Source: an optimization exercise on an open RTL-to-GDS flow (aim: a short achievable clock period and few clock cycles per item). Production flows keep margins and buffers that such runs may drop.
The RTL was checked by simulation tests, not by an equivalence proof against the original design.
Power and IR drop assume default switching activity.

File: flow/run.sh
#!/bin/bash
# synth_recipe.tcl (not shown) runs the flow's synth.tcl, then flattens the netlist and writes it again
# the make line also repeats each setting of config.mk as NAME=value (left out here)
make -C /OpenROAD-flow-scripts/flow DESIGN_CONFIG=/design/flow/config.mk WORK_HOME=/design/flow/orfs CLKGATE_MAP_FILE= SYNTH_SCRIPT=/design/flow/synth_recipe.tcl finish
File: flow/config.mk
export PLATFORM = sky130hd
export DESIGN_NAME = core
export DESIGN_NICKNAME = core
export VERILOG_FILES = /design/flow/design.v
export SDC_FILE = /design/flow/constraint.sdc
export NUM_CORES = 4
export LEC_CHECK = 0
export ABC_CLOCK_PERIOD_IN_PS = 2500
export CAP_MARGIN = 20
export CORE_MARGIN = 2
export CORE_UTILIZATION = 45
export SETUP_SLACK_MARGIN = 4.0
export SLEW_MARGIN = 20
export TNS_END_PERCENT = 100
File: flow/constraint.sdc
create_clock -name core_clock -period 6.5 [get_ports {clk}]
set_input_delay 1.3000 -clock core_clock [delete_from_list [all_inputs] [get_ports {clk}]]
set_output_delay 1.3000 -clock core_clock [all_outputs]
set_load 0.01 [all_outputs]
File: flow/design.v
`timescale 1ns/1ps
module core (
  input  wire        clk,         
  input  wire        rst,         
  output wire [7:0]  imem_addr,   
  input  wire [15:0] imem_rdata,  
  output reg  [7:0]  out_port,    
  output reg         out_valid,   
  output wire        halted       
);
  reg [7:0] data_mem [0:255];
  reg [7:0] pc;        
  reg [7:0] acc;
  reg       halt;
  reg         m_valid;
  reg [7:0]   m_op;
  reg [7:0]   m_arg;
  reg [127:0] m_part;  
  reg [15:0]  m_hi;    
  reg         m_fw;    
  reg [7:0]   m_fwd;   
  reg [7:0]   m_pc2;   
  reg       x_valid;
  reg [7:0] x_arg;
  reg [7:0] x_b;       
  reg       x_fx;      
  reg [7:0] x_pc2;
  reg       x_ld, x_add, x_sub, x_and, x_or, x_st, x_out, x_hlt, x_jz, x_jnz;
  reg         w_en;
  reg [7:0]   w_addr, w_data;
  reg [255:0] w_oh;    
  assign imem_addr = pc;
  assign halted    = halt;
  integer k;
  wire [7:0] f_op  = imem_rdata[7:0];
  wire [7:0] f_arg = imem_rdata[15:8];
  wire f_two = (f_op == 8'h10) | (f_op == 8'h11) | (f_op == 8'h12) |
               (f_op[7:3] == 5'b00100) |
               (f_op == 8'h30) | (f_op == 8'h31) | (f_op == 8'h32);
  wire f_jump = (f_op == 8'h30) | (f_op == 8'h32);    
  wire [7:0] pc1 = pc + 8'd1;
  wire [7:0] pc2 = pc + 8'd2;
  wire [7:0] f_npc = f_jump ? f_arg : (f_two ? pc2 : pc1);
  wire x_run  = x_valid & ~halt;
  wire acc_z  = (acc == 8'h00);
  wire x_miss = x_run & (x_jz | x_jnz) & acc_z;
  wire [7:0] x_tgt = x_jz ? x_arg : x_pc2;
  wire [7:0] x_opnd = x_fx ? w_data : x_b;
  wire m_mem = (m_op == 8'h11) | (m_op == 8'h21) | (m_op == 8'h23) |
               (m_op == 8'h25) | (m_op == 8'h27);
  reg [7:0] m_rd;
  always @* begin
    m_rd = 8'h00;
    for (k = 0; k < 16; k = k + 1)
      m_rd = m_rd | ({8{m_hi[k]}} & m_part[8*k +: 8]);
  end
  wire [7:0] m_b = ~m_mem ? m_arg :
                   (w_en && w_addr == m_arg) ? w_data :
                   m_fw ? m_fwd : m_rd;
  wire [15:0] f_lo = 16'd1 << f_arg[3:0];
  reg [127:0] f_part;
  integer g, l;
  always @* begin
    f_part = 128'd0;
    for (g = 0; g < 16; g = g + 1)
      for (l = 0; l < 16; l = l + 1)
        f_part[8*g +: 8] = f_part[8*g +: 8] | ({8{f_lo[l]}} & data_mem[16*g + l]);
  end
  always @(posedge clk) begin
    for (k = 0; k < 256; k = k + 1)
      if (w_oh[k])
        data_mem[k] <= w_data;
  end
  always @(posedge clk) begin
    m_op  <= f_op;
    m_arg <= f_arg;
    m_part <= f_part;
    m_hi  <= 16'd1 << f_arg[7:4];
    m_fw  <= w_en & (w_addr == f_arg);
    m_fwd <= w_data;
    m_pc2 <= pc2;
    x_arg <= m_arg;
    x_b   <= m_b;
    x_fx  <= m_mem & x_run & x_st & (x_arg == m_arg);
    x_pc2 <= m_pc2;
    x_ld  <= (m_op == 8'h10) | (m_op == 8'h11);
    x_add <= (m_op == 8'h20) | (m_op == 8'h21);
    x_sub <= (m_op == 8'h22) | (m_op == 8'h23);
    x_and <= (m_op == 8'h24) | (m_op == 8'h25);
    x_or  <= (m_op == 8'h26) | (m_op == 8'h27);
    x_st  <= (m_op == 8'h12);
    x_out <= (m_op == 8'h40);
    x_hlt <= (m_op == 8'hFF);
    x_jz  <= (m_op == 8'h31);
    x_jnz <= (m_op == 8'h32);
    w_addr <= x_arg;
    w_data <= acc;
  end
  always @(posedge clk or posedge rst) begin
    if (rst) begin
      pc        <= 8'h00;
      acc       <= 8'h00;
      halt      <= 1'b0;
      m_valid   <= 1'b0;
      x_valid   <= 1'b0;
      w_en      <= 1'b0;
      w_oh      <= 256'd0;
      out_port  <= 8'h00;
      out_valid <= 1'b0;
    end
    else begin
      out_valid <= 1'b0;
      if (x_miss) begin
        pc      <= x_tgt;
        m_valid <= 1'b0;
        x_valid <= 1'b0;
      end
      else begin
        pc      <= f_npc;
        m_valid <= 1'b1;
        x_valid <= m_valid;
      end
      w_en <= x_run & x_st;
      w_oh <= (x_run & x_st) ? (256'd1 << x_arg) : 256'd0;
      if (x_run) begin
        if (x_ld)  acc <= x_opnd;
        if (x_add) acc <= acc + x_opnd;
        if (x_sub) acc <= acc - x_opnd;
        if (x_and) acc <= acc & x_opnd;
        if (x_or)  acc <= acc | x_opnd;
        if (x_out) begin
          out_port  <= acc;
          out_valid <= 1'b1;
        end
        if (x_hlt) halt <= 1'b1;
      end
    end
  end
endmodule
==> results of run 1 <==
layer usage:
layer	GRT usage (%)	share of wire [%]	routed length, um
met3	10.03	15	49270
met5	0.6530	0.097	322
met2	44.22	42	140000
met4	17.98	6.8	22720
met1	43.25	36	120800
repair_timing:
item                       in CTS  in global routing
cloned                         22                 10
setup endpoints to repair     761                561
pin swaps                      15                 13
buffers inserted               66                 34
resized for setup             195                 46
hold buffers                    0                  0
sequential cells by signal (all words and copies together), names as in the netlist, 8 cells and up:
| register | count |
|---|---|
| w_data | 8 |
| m_arg | 8 |
| w_oh | 256 |
| x_pc2 | 8 |
| m_fwd | 8 |
| x_b | 8 |
| x_arg | 8 |
| acc | 8 |
| m_op | 8 |
| data_mem | 2048 |
| m_part | 128 |
| out_port | 8 |
| w_addr | 8 |
| pc | 8 |
| m_hi | 16 |
| m_pc2 | 8 |
layout by cell type, fill, tap and decap left out, types with 29 or more instances in the layout:
cell	count
dfrtp_1	277
clkbuf_1	51
nand3_1	35
dfxtp_1	218
buf_4	154
a22o_1	200
nor2_1	322
nand2_1	174
buf_12	36
clkbuf_8	33
clkbuf_16	252
nand4_1	134
a222oi_1	68
mux2i_1	44
a21oi_1	52
and3_1	41
nor3_1	46
a221oi_1	143
inv_1	29
clkinv_2	60
a22oi_1	556
edfxtp_1	2048
o2111a_1	39
mux2_2	36
how the worst min path moves through the flow:
stage | start | slack (ns) | to
2_1_floorplan | m_pc2[0] | 0.31 | x_pc2[0]
6_report | m_pc2[7] | 0.32 | x_pc2[7]
3_3_place_gp | m_pc2[5] | 0.31 | x_pc2[5]
4_1_cts | m_pc2[6] | 0.33 | x_pc2[6]
3_5_place_dp | m_pc2[7] | 0.31 | x_pc2[7]
5_1_grt | m_pc2[3] | 0.33 | x_pc2[3]
final cells by class:
type                            count  area share, %
Multi-Input combinational cell   2299          15.85
Timing Repair Buffer              279          3.282
Clock inverter                    138          1.380
Inverter                           32         0.1204
Sequential cell                  2561          69.76
Antenna cell                       24        0.05720
Clock buffer                      326          6.383
Tap cell                         2656          3.165
power by group:
group          leakage (nW)  total [mW]  internal, mW  switching (mW)
logic                  6.52        3.26         0.800            2.46
registers              24.3        19.7          19.2           0.469
clock network          4.01        14.4          8.04            6.34
stage by stage:
step           total power, mW  instance area [um2]  std cells
5_1_grt                  38.08               104900       8292
3_3_place_gp             22.64                94390       7695
6_report                 37.29               105000       8315
4_1_cts                  37.08               104200       8247
3_5_place_dp             22.72                94390       7695
2_1_floorplan            21.15                90850       5184
kinds of logic (layout without fill, tap and decap cells):
group | after synthesis | after routing | share of synthesized area [%]
flops | 2561 | 2561 | 80.71
compound gates | 1232 | 1232 | 10.94
simple gates | 906 | 917 | 4.882
buf+inv | 335 | 775 | 1.715
mux | 89 | 89 | 1.039
xor+xnor | 34 | 34 | 0.3283
fa+ha+maj | 27 | 27 | 0.3890
other cells | 0 | 24 | 0
==> impl_metrics.env, run 1 <==
export IMPL_ys_ff_latch=2561
export IMPL_criticalPathCategory="register to primary output"
export IMPL_pre_cts_ws_ns=2.100
export IMPL_fill_cells=15790
export IMPL_drtIter0Drc=10440
export IMPL_hpwl_um=183700
export IMPL_r2r_end="x_b[4]"
export IMPL_crit_path_end_kind="primary output"
export IMPL_worstMarginPinSlew_ns=1.106
export IMPL_area_delta_synth_final_pct=15.76
export IMPL_crit_family="flip-flops"
export IMPL_clockBufferDepth=3
export IMPL_drive_above_1_share_pct=14.87
export IMPL_fin_tns_setup_ns=0
export IMPL_hold_violations=0
export IMPL_vias=56220
export IMPL_synth_common_cells="2048 x edfxtp_1, 557 x a22oi_1, 326 x nor2_1"
export IMPL_start_kind="register"
export IMPL_leakage_nw=34.85
export IMPL_power_density_nw_per_um2=355.2
export IMPL_drt_total_wl_um=333200
export IMPL_initial_core_util_pct=45.33
export IMPL_multi_input_area_um2=16640
export IMPL_skew_ns=0.04221
export IMPL_grt_use_total_pct=31.52
export IMPL_final_core_util_pct=52.48
export IMPL_crit_fanout=3
export IMPL_nets=5459
export IMPL_hold_slack_ns=0.3242
export IMPL_postRouteAntennaNets=0
export IMPL_die_area_um2=205100
export IMPL_slowest_delay_ns=0.40
export IMPL_crit_buf_inv=1
export IMPL_viasPerCell=6.762
export IMPL_cts_tree="done"
export IMPL_worst_ir_drop_vdd_v=0.0002471
export IMPL_worst_slack_ns=3.740
export IMPL_r2r_slack_ns=3.82
export IMPL_synthDistinctLibCells=82
export IMPL_regArea_um2=73240
export IMPL_fp_dieW_um=452.9
export IMPL_numCtsBuffers=241
export IMPL_min_period_ns=2.760
export IMPL_grt_overflow_total=0
export IMPL_critPathRequiredTime_ns=5.20
export IMPL_rr_startpoint="m_hi[12]"
export IMPL_syn_inst=5184
export IMPL_ios=36
export IMPL_slew_viol_final=0
export IMPL_h_tree_depth=4
export IMPL_fmax_ghz=0.3624
export IMPL_route_detailed_wl_per_inst_um=40.07
export IMPL_max_slew_margin_pct=26.20
export IMPL_path_cells="buf_2"
export IMPL_fp_dieH_um=452.9
export IMPL_slowest_stage="dfrtp_1"
export IMPL_synth_edf_count=2048
export IMPL_io_buffers=35
export IMPL_yosysWarnings=2
export IMPL_yosys_top_cells_area="edfxtp_1 68%, dfrtp_1 7.9%, dfxtp_1 5.0%"
export IMPL_synth_most_common_cell="edfxtp_1"
export IMPL_drt_first_pass_iters=8
export IMPL_drc_errors=0
export IMPL_clk_pin_slew_ns=0.07
export IMPL_grt_pass1_wl_um=441600
export IMPL_place_congestion=0.9850
export IMPL_yosysTopAreaCellShare_pct=67.81
export IMPL_yosys_area_top_type="edfxtp_1"
export IMPL_hold_depth=0
export IMPL_cp_data_arrival_time_ns=1.46
export IMPL_ys_seq_area_share_pct=80.71
export IMPL_hp_class="register to register"
export IMPL_cap_violations=0
export IMPL_antenna_found_initial=20
export IMPL_setup_viol=0
export IMPL_cts_root_buf="clkbuf_16"
export IMPL_synth_area_um2=90690
export IMPL_grt_pass1_vias=51180
export IMPL_ys_flop_type="edfxtp_1"
export IMPL_synth_nets=5229
export IMPL_cp_endpoint="imem_addr[7]"
export IMPL_startpoint="pc[7]"
export IMPL_clkLatencyLatePin_ns=0.93
export IMPL_grt_max_degree=136
export IMPL_rows=164
export IMPL_syn_mean_instance_area_um2=17.49
export IMPL_worst_r2r_path_depth=5
export IMPL_outcome="no timing/DRC/antenna violations"
export IMPL_clock_sinks=2561
export IMPL_synthArstFlopShare_pct=11.13
export IMPL_core_area_um2=200100
export IMPL_cp_num_cells=1
export IMPL_fin_crit_sh_pct=42.46
export IMPL_rsz0062_at_grt="yes"
Testbench counts, summed over its fixed seeds: cycles 92,013, instructions 86,873.
==> inputs of run 2 (changes only) <==
--- a/flow/design.v
+++ b/flow/design.v
@@ -10,6 +10,7 @@
 );
   reg [7:0] data_mem [0:255];
   reg [7:0] pc;        
+  reg [7:0] ia;        
   reg [7:0] acc;
   reg       halt;
   reg         m_valid;
@@ -29,7 +30,7 @@
   reg         w_en;
   reg [7:0]   w_addr, w_data;
   reg [255:0] w_oh;    
-  assign imem_addr = pc;
+  assign imem_addr = ia;
   assign halted    = halt;
   integer k;
   wire [7:0] f_op  = imem_rdata[7:0];
@@ -45,7 +46,18 @@
   wire acc_z  = (acc == 8'h00);
   wire x_miss = x_run & (x_jz | x_jnz) & acc_z;
   wire [7:0] x_tgt = x_jz ? x_arg : x_pc2;
+  wire x_keep = ~x_run | ~(x_ld | x_add | x_sub | x_and | x_or);
+  wire m_jz   = (m_op == 8'h31);
+  wire m_res  = m_valid & (m_jz | (m_op == 8'h32)) & x_keep;
+  wire m_miss = m_res & acc_z;
+  wire [7:0] m_tgt = m_jz ? m_arg : m_pc2;
   wire [7:0] x_opnd = x_fx ? w_data : x_b;
+  always @(posedge clk) begin
+    if (rst)         ia <= 8'h00;
+    else if (x_miss) ia <= x_tgt;
+    else if (m_miss) ia <= m_tgt;
+    else             ia <= f_npc;
+  end
   wire m_mem = (m_op == 8'h11) | (m_op == 8'h21) | (m_op == 8'h23) |
                (m_op == 8'h25) | (m_op == 8'h27);
   reg [7:0] m_rd;
@@ -91,8 +103,8 @@
     x_st  <= (m_op == 8'h12);
     x_out <= (m_op == 8'h40);
     x_hlt <= (m_op == 8'hFF);
-    x_jz  <= (m_op == 8'h31);
-    x_jnz <= (m_op == 8'h32);
+    x_jz  <= (m_op == 8'h31) & ~m_res;
+    x_jnz <= (m_op == 8'h32) & ~m_res;
     w_addr <= x_arg;
     w_data <= acc;
   end
@@ -114,6 +126,11 @@
         pc      <= x_tgt;
         m_valid <= 1'b0;
         x_valid <= 1'b0;
+      end
+      else if (m_miss) begin
+        pc      <= m_tgt;
+        m_valid <= 1'b0;
+        x_valid <= m_valid;
       end
       else begin
         pc      <= f_npc;
==> run 2 against run 1 <==
Critical path type unchanged. Total power increased by 0.28%. Still clean on timing, DRC and antenna. Die area increased by 0.22%. First-iteration DRC count decreased by 0.95%. Core utilization increased by 0.73 points. Largest power group unchanged. Sequential share of layout area decreased by 0.88 points.
==> impl_metrics.env, run 2 <==
export IMPL_cts_tree="done"
export IMPL_syn_mean_instance_area_um2=17.44
export IMPL_vias=55990
export IMPL_power_density_nw_per_um2=350.9
export IMPL_grt_pass1_vias=52300
export IMPL_yosysTopAreaCellShare_pct=67.66
export IMPL_synth_nets=5258
export IMPL_r2r_slack_ns=3.90
export IMPL_yosysWarnings=2
export IMPL_setup_viol=0
export IMPL_final_common_cell="edfxtp_1"
export IMPL_drc_errors=0
export IMPL_final_core_util_pct=53.20
export IMPL_worst_r2r_path_depth=6
export IMPL_hold_depth=0
export IMPL_drtIter0Drc=10340
export IMPL_rows=164
export IMPL_internal_power_mw=28.17
export IMPL_clkLatencyLatePin_ns=0.88
export IMPL_fp_dieH_um=453.4
export IMPL_worst_ir_drop_vdd_v=0.0002798
export IMPL_fin_crit_sh_pct=41.45
export IMPL_postCtsHoldBufs=0
export IMPL_ys_seq_area_share_pct=80.70
export IMPL_synth_area_um2=90890
export IMPL_ios=36
export IMPL_nets=5533
export IMPL_crit_family="flip-flops"
export IMPL_leakage_nw=35.76
export IMPL_cap_violations=0
export IMPL_synthArstFlopShare_pct=11.09
export IMPL_hold_path_end="x_pc2[3]"
export IMPL_worstMarginPinSlew_ns=1.348
export IMPL_yosys_area_top_type="edfxtp_1"
export IMPL_crit_fanout=3
export IMPL_viasPerCell=6.692
export IMPL_cp_data_arrival_time_ns=1.39
export IMPL_swShare_pct=24.67
export IMPL_initial_core_util_pct=45.38
export IMPL_slowest_stage="dfrtp_1"
export IMPL_hold_slack_ns=0.3498
export IMPL_max_slew_margin_pct=10.16
export IMPL_comb_power_share_pct=9.0
export IMPL_fmax_ghz=0.3712
export IMPL_criticalPathCategory="register to primary output"
export IMPL_layout_common_cells="2048 x edfxtp_1, 421 x a22oi_1, 339 x nor2_1"
export IMPL_r2r_end="x_b[1]"
export IMPL_slowest_delay_ns=0.39
export IMPL_outcome="no timing/DRC/antenna violations"
export IMPL_syn_inst=5213
export IMPL_fp_dieW_um=453.4
export IMPL_hp_start="m_pc2[3]"
export IMPL_route_detailed_wl_per_inst_um=39.23
export IMPL_grt_overflow_total=0
export IMPL_numCtsBuffers=239
export IMPL_clockBufferDepth=3
export IMPL_h_tree_depth=4
export IMPL_synth_edf_count=2048
export IMPL_rr_startpoint="m_hi[1]"
export IMPL_hp_class="register to register"
export IMPL_synth_most_common_cell="edfxtp_1"
export IMPL_drt_first_pass_iters=9
export IMPL_yosys_top_cells_area="edfxtp_1 68%, dfrtp_1 7.8%, dfxtp_1 5.2%"
export IMPL_cts_root_buf="clkbuf_16"
export IMPL_slew_viol_final=0
export IMPL_grt_use_total_pct=31.08
export IMPL_postRouteAntennaNets=0
export IMPL_hold_violations=0
export IMPL_antenna_found_initial=22
export IMPL_drt_total_wl_um=328300
export IMPL_min_period_ns=2.694
export IMPL_drive_above_1_share_pct=16.85
export IMPL_area_delta_synth_final_pct=17.23
export IMPL_switchingPower_mw=9.222
export IMPL_grt_pass1_wl_um=438700
export IMPL_synth_common_cells="2048 x edfxtp_1, 422 x a22oi_1, 360 x nor2_1"
export IMPL_clk_pin_slew_ns=0.06
export IMPL_largest_register_ff_count=2048
export IMPL_largest_registers="data_mem x2048, w_oh x256, m_part x128"
export IMPL_io_buffers=35
export IMPL_critPathRequiredTime_ns=5.20
export IMPL_path_cells="buf_2"
export IMPL_grt_max_degree=191
export IMPL_top_register="data_mem"
export IMPL_crit_path_end_kind="primary output"
export IMPL_core_area_um2=200300
export IMPL_hpwl_um=182700
export IMPL_skew_ns=0.03734
export IMPL_ys_ff_latch=2569
export IMPL_crit_buf_inv=1
export IMPL_seq_power_share_pct=52.7
export IMPL_rsz0062_at_grt="yes"
export IMPL_die_area_um2=205600
export IMPL_synthDistinctLibCells=77
export IMPL_clock_sinks=2569
export IMPL_ys_flop_type="edfxtp_1"
export IMPL_place_congestion=0.9247
export IMPL_start_kind="register"
export IMPL_power_frac_clock_pct=38.4
run 2: cell count changes in the layout (fill, tap and decap cells not counted), sizes merged, moves of 22 or more:
cell,previous run,this run
o21ai,33,102
and3,42,14
nor2,329,360
nand4,134,93
a221oi,158,182
a21oi,52,74
nand2,190,136
mux2i,48,71
buf,246,313
nand3,36,75
nor3,49,23
a22oi,557,422
a22o,201,274
run 2: how the worst max path moves through the flow:
stage                   startpoint           to  cells after the start
floorplan                      rst        ia[0]                      3
global placement    imem_rdata[11]  m_part[122]                      9
detailed placement  imem_rdata[11]  m_part[122]                      9
CTS                           halt       halted                      1
global route                  halt       halted                      1
finish                        halt       halted                      1
run 2: metrics by stage:
step                      instances  area, um2  setup TNS (ns)  total power, mW  setup WS (ns)
after detailed placement       7736      95110               0            22.87          1.735
after global routing           8358     106500               0            38.21          3.750
after global placement         7736      95100               0            22.79          1.746
after CTS                      8281     105200               0            37.18          3.762
after floorplan                5213      91040        -0.02857            21.24       -0.01429
final                          8367     106600               0            37.39          3.806
run 2: kinds of logic (layout without fill, tap and decap cells):
logic type	after synthesis	count (layout)	share of synthesized area, %
mux	121	121	1.401
other cells	0	9	0
simple gates	794	795	4.101
compound gates	1312	1312	11.48
buf+inv	354	842	1.580
flops	2569	2569	80.70
xor+xnor	36	36	0.3469
fa+ha+maj	27	27	0.3882
run 2: area by class of cell:
class | count | area [um2]
timing repair buffer | 354 | 4335
clock inverter | 119 | 1309
multi-input combinational | 2291 | 17240
inverter | 32 | 127.6
fill | 15800 | 93720
sequential | 2569 | 73400
timing repair inverter | 1 | 5.005
tap | 2656 | 3323
clock buffer | 336 | 6794
antenna | 9 | 22.52
run 2: power by group through the flow:
stage	logic (mW)	registers [mW]	clock network, mW
after floorplan	0.944	20.3	0
after detailed placement	2.75	20.1	0
after global placement	2.69	20.1	0
after global routing	3.50	19.7	15.0
final	3.35	19.7	14.3
after CTS	3.12	19.7	14.4
run 2: worst reg2reg max path: stages, from the launching register on:
cell and delay [ns]:
dfxtp_1 0.57, a22o_1 0.33, a221oi_2 0.43, nand4_1 0.47
mux2_2 0.43, mux2i_1 0.12, o21ai_0 0.09
run 2: layer usage:
layer | global-route usage [%] | routed length, um | vias up
met5 | 0 | 118 | -
met3 | 8.939 | 45760 | 858
met2 | 46.17 | 144400 | 4478
li1 | - | - | 21710
met4 | 14.71 | 18860 | 16
met1 | 42.32 | 119100 | 28930
run 2: what timing repair did:
| item | 4_1_cts | 5_1_grt |
|---|---|---|
| gates cloned | 21 | 11 |
| setup buffers | 69 | 66 |
| gates resized for setup | 230 | 109 |
| pin swaps | 33 | 38 |
| setup endpoints to repair | 671 | 508 |
Testbench counts of run 2, summed over its fixed seeds: cycles 89,939, instructions 86,873.
==> inputs of run 3 (changes only) <==
--- a/flow/design.v
+++ b/flow/design.v
@@ -10,7 +10,6 @@
 );
   reg [7:0] data_mem [0:255];
   reg [7:0] pc;        
-  reg [7:0] ia;        
   reg [7:0] acc;
   reg       halt;
   reg         m_valid;
@@ -25,12 +24,11 @@
   reg [7:0] x_arg;
   reg [7:0] x_b;       
   reg       x_fx;      
-  reg [7:0] x_pc2;
-  reg       x_ld, x_add, x_sub, x_and, x_or, x_st, x_out, x_hlt, x_jz, x_jnz;
+  reg       x_ld, x_add, x_sub, x_and, x_or, x_st, x_out, x_hlt;
   reg         w_en;
   reg [7:0]   w_addr, w_data;
   reg [255:0] w_oh;    
-  assign imem_addr = ia;
+  assign imem_addr = pc;
   assign halted    = halt;
   integer k;
   wire [7:0] f_op  = imem_rdata[7:0];
@@ -43,21 +41,20 @@
   wire [7:0] pc2 = pc + 8'd2;
   wire [7:0] f_npc = f_jump ? f_arg : (f_two ? pc2 : pc1);
   wire x_run  = x_valid & ~halt;
-  wire acc_z  = (acc == 8'h00);
-  wire x_miss = x_run & (x_jz | x_jnz) & acc_z;
-  wire [7:0] x_tgt = x_jz ? x_arg : x_pc2;
-  wire x_keep = ~x_run | ~(x_ld | x_add | x_sub | x_and | x_or);
+  wire [7:0] x_opnd = x_fx ? w_data : x_b;
+  wire [7:0] sxor = acc ^ x_opnd;
+  wire [7:0] sor  = acc | x_opnd;
+  wire add_z = ~sxor[0] & (sxor[7:1] == sor[6:0]);
+  wire x_z = ~x_run ? (acc == 8'h00) :
+             x_ld  ? (x_opnd == 8'h00) :
+             x_add ? add_z :
+             x_sub ? (acc == x_opnd) :
+             x_and ? ((acc & x_opnd) == 8'h00) :
+             x_or  ? (sor == 8'h00) :
+                     (acc == 8'h00);
   wire m_jz   = (m_op == 8'h31);
-  wire m_res  = m_valid & (m_jz | (m_op == 8'h32)) & x_keep;
-  wire m_miss = m_res & acc_z;
+  wire m_miss = m_valid & (m_jz | (m_op == 8'h32)) & x_z;
   wire [7:0] m_tgt = m_jz ? m_arg : m_pc2;
-  wire [7:0] x_opnd = x_fx ? w_data : x_b;
-  always @(posedge clk) begin
-    if (rst)         ia <= 8'h00;
-    else if (x_miss) ia <= x_tgt;
-    else if (m_miss) ia <= m_tgt;
-    else             ia <= f_npc;
-  end
   wire m_mem = (m_op == 8'h11) | (m_op == 8'h21) | (m_op == 8'h23) |
                (m_op == 8'h25) | (m_op == 8'h27);
   reg [7:0] m_rd;
@@ -94,7 +91,6 @@
     x_arg <= m_arg;
     x_b   <= m_b;
     x_fx  <= m_mem & x_run & x_st & (x_arg == m_arg);
-    x_pc2 <= m_pc2;
     x_ld  <= (m_op == 8'h10) | (m_op == 8'h11);
     x_add <= (m_op == 8'h20) | (m_op == 8'h21);
     x_sub <= (m_op == 8'h22) | (m_op == 8'h23);
@@ -103,8 +99,6 @@
     x_st  <= (m_op == 8'h12);
     x_out <= (m_op == 8'h40);
     x_hlt <= (m_op == 8'hFF);
-    x_jz  <= (m_op == 8'h31) & ~m_res;
-    x_jnz <= (m_op == 8'h32) & ~m_res;
     w_addr <= x_arg;
     w_data <= acc;
   end
@@ -122,20 +116,14 @@
     end
     else begin
       out_valid <= 1'b0;
-      if (x_miss) begin
-        pc      <= x_tgt;
-        m_valid <= 1'b0;
-        x_valid <= 1'b0;
-      end
-      else if (m_miss) begin
+      x_valid <= m_valid;
+      if (m_miss) begin
         pc      <= m_tgt;
         m_valid <= 1'b0;
-        x_valid <= m_valid;
       end
       else begin
         pc      <= f_npc;
         m_valid <= 1'b1;
-        x_valid <= m_valid;
       end
       w_en <= x_run & x_st;
       w_oh <= (x_run & x_st) ? (256'd1 << x_arg) : 256'd0;
==> run 3 against run 2 <==
Highest routed layer unchanged. Final area down 1.2%. Synthesized area down 0.72%. Setup slack worse by 0.28 ns. Clock power about the same. Total power down 1.6%. Via count down 2.0%. Register-to-register slack worse by 0.37 ns. Combinational power down 6.0%. Non-clock buffer count down 62. Hold slack better by 0.076 ns. Sequential power down 2%. Routed wire length down 2.5%.
==> impl_metrics.env, run 3 <==
export IMPL_outcome="no timing/DRC/antenna violations"
export IMPL_fmax_ghz=0.3367
export IMPL_hpwl_um=177800
export IMPL_fp_dieH_um=451.8
export IMPL_postCtsHoldBufs=0
export IMPL_synthArstFlopShare_pct=11.17
export IMPL_drtIter0Drc=8845
export IMPL_min_period_ns=2.970
export IMPL_clk_pin_slew_ns=0.06
export IMPL_met2_length_um=141500
export IMPL_synth_nets=5281
export IMPL_clock_sinks=2551
export IMPL_yosys_top_cells_area="edfxtp_1 68%, dfrtp_1 7.9%, dfxtp_1 4.8%"
export IMPL_h_tree_depth=4
export IMPL_fin_area_um2=105300
export IMPL_yosysTopAreaCellShare_pct=68.15
export IMPL_pre_cts_ws_ns=1.567
export IMPL_drive_above_1_share_pct=15.46
export IMPL_cap_violations=0
export IMPL_dp_cells=7733
export IMPL_synth_most_common_cell="edfxtp_1"
export IMPL_route_met3_wl_um=42230
export IMPL_hold_depth=0
export IMPL_drt_total_wl_um=319900
export IMPL_fin_crit_sh_pct=45.69
export IMPL_ys_flop_type="edfxtp_1"
export IMPL_max_slew_margin_pct=21.66
export IMPL_place_congestion=0.9349
export IMPL_ios=36
export IMPL_largest_register_ff_count=2048
export IMPL_vias=54900
export IMPL_fp_dieW_um=451.8
export IMPL_io_buffers=35
export IMPL_synth_common_cells="2048 x edfxtp_1, 503 x a22oi_1, 374 x nor2_1"
export IMPL_place_area_um2=94220
export IMPL_yosys_area_top_type="edfxtp_1"
export IMPL_die_area_um2=204100
export IMPL_hold_violations=0
export IMPL_leakage_nw=35.00
export IMPL_numCtsBuffers=240
export IMPL_synth_edf_count=2048
export IMPL_worstMarginPinSlew_ns=1.175
export IMPL_crit_path_end_kind="register"
export IMPL_clockBufferDepth=3
export IMPL_yosysWarnings=2
export IMPL_top_register="data_mem"
export IMPL_grt_overflow_total=0
export IMPL_worst_ir_drop_vdd_v=0.0002836
export IMPL_area_delta_synth_final_pct=16.64
export IMPL_start_kind="register"
export IMPL_grt_use_total_pct=30.72
export IMPL_top_layer="met5"
export IMPL_syn_inst=5235
export IMPL_initial_core_util_pct=45.24
export IMPL_cts_tree="done"
export IMPL_skew_ns=0.03259
export IMPL_finalNonFillerCells=8340
export IMPL_design_power_total_mw=36.80
export IMPL_grt_pass1_wl_um=431600
export IMPL_final_core_util_pct=52.77
export IMPL_critPathRequiredTime_ns=7.31
export IMPL_final_common_cell="edfxtp_1"
export IMPL_hold_slack_ns=0.4262
export IMPL_ys_ff_latch=2551
export IMPL_grt_max_degree=130
export IMPL_core_area_um2=199500
export IMPL_worst_r2r_path_depth=11
export IMPL_grt_pass1_vias=51720
export IMPL_antenna_found_initial=20
export IMPL_fin_tns_setup_ns=0
export IMPL_drc_errors=0
export IMPL_cts_root_buf="clkbuf_16"
export IMPL_wl_met1_um=115800
export IMPL_rows=164
export IMPL_layout_common_cells="2048 x edfxtp_1, 501 x a22oi_1, 345 x nor2_1"
export IMPL_ys_seq_area_share_pct=80.89
export IMPL_criticalPathCategory="register to register"
export IMPL_drt_first_pass_iters=6
export IMPL_power_density_nw_per_um2=349.7
export IMPL_slew_viol_final=0
export IMPL_clkLatencyLatePin_ns=0.90
export IMPL_synth_area_um2=90240
export IMPL_worst_slack_ns=3.530
export IMPL_postRouteAntennaNets=0
export IMPL_cp_data_arrival_time_ns=3.78
export IMPL_synthDistinctLibCells=69
export IMPL_viasPerCell=6.582
export IMPL_route_detailed_wl_per_inst_um=38.36
export IMPL_hp_class="register to register"
export IMPL_syn_mean_instance_area_um2=17.24
export IMPL_nets=5506
export IMPL_setup_viol=0
export IMPL_largest_registers="data_mem x2048, w_oh x256, m_part x128"
export IMPL_crit_fanout=8
export IMPL_rsz0062_at_grt="yes"
export IMPL_fill_cells=15760
-- run 3: logic make-up after synthesis --
| kind of cell | count (synthesis) | share of synthesized area (%) |
|---|---|---|
| muxes | 130 | 1.517 |
| AOI/OAI and AO/OA | 1251 | 10.79 |
| and+or+nand+nor | 882 | 4.463 |
| xor gates and xnor gates | 48 | 0.4659 |
| DFF | 2551 | 80.89 |
| adders and majority gates | 28 | 0.4049 |
| buffers and inverters | 345 | 1.464 |
-- run 3: worst paths after layout --
path                       startpoint   endpoint  slack, ns
setup / recovery                 x_fx      pc[4]       3.53
hold / removal                m_valid    x_valid       0.43
setup reg to reg                 x_fx      pc[4]       3.53
hold reg to reg               m_valid    x_valid       0.43
max in group asynchronous         rst   w_oh[94]       4.51
min in group asynchronous         rst  w_oh[165]       0.79
-- run 3: power breakdown --
group,switching [mW],internal (mW),total (mW)
Combinational,2.31,0.846,3.15
Sequential,0.419,18.8,19.3
Clock,6.21,8.18,14.4
Total,8.93,27.9,36.8
-- run 3: routing by layer --
layer | GRT usage [%] | vias to the layer above
met2 | 46.09 | 4165
met1 | 41.21 | 28350
met3 | 8.061 | 841
met4 | 16.30 | 16
met5 | 0.04664 | -
li1 | - | 21530
-- run 3: layout make-up --
type | instances | area (um2) | share of cell area, %
repair buffers | 292 | 3520 | 3.344
clock inverters | 105 | 1161 | 1.103
inverters | 31 | 125.1 | 0.1189
diodes | 5 | 12.51 | 0.01189
clock buffers | 356 | 7030 | 6.680
flip-flops and latches | 2551 | 73030 | 69.39
well taps | 2656 | 3323 | 3.157
multi-input cells | 2344 | 17050 | 16.19
-- run 3: critical path: stages, from the launching register on --
cell and delay [ns]:
dfxtp_4 0.37, buf_12 0.14, mux2_4 0.35, inv_4 0.07
ha_4 0.21, nor4_4 0.32, a41oi_2 0.21, a311oi_4 0.30
a311oi_4 0.10, or4_4 0.61, nor2_1 0.12, a21o_1 0.09
-- run 3: repair_timing --
action | CTS | global route
endpoints found under the hold margin | 0 | 0
setup buffers | 88 | 27
pin swaps | 37 | 29
resized for setup | 222 | 90
endpoints found under the setup margin | 650 | 476
cloned | 21 | 4
Testbench counts of run 3, summed over its fixed seeds: cycles 89,731, instructions 86,873.

==> re-timing with driven ports <==
How much do the figures lean on ideal ports? The routed layouts below were timed once more, with nothing changed but the port constraints. Step 1 assumes that a clkbuf_16 drives the clock port and a buf_2 every other input. Step 2 times the ports against the registers' clock, not the clock port: input delays grow and output delays shrink by t, the midpoint of the rising clock arrivals with the driver on. a / b / c = no drivers / after step 1 / after step 2; a / b = the first two.
run	t (ns)	setup slack, ns	hold slack, ns	worst setup path at the end	pins driven straight from the clock port
run 1	0.991	3.740 / 3.646 / 2.698	0.324 / 0.324 / 0.324	input to register	1
run 2	0.965	3.806 / 3.681 / 2.716	0.350 / 0.350 / 0.350	input to register	1
run 3	0.974	3.530 / 3.530 / 2.712	0.426 / 0.426 / 0.426	input to register	1
After both steps every run listed still meets setup and hold. For run 2, which loses most, drivers alone change the setup slack by -0.125 ns; drivers and shift together by -1.090 ns.
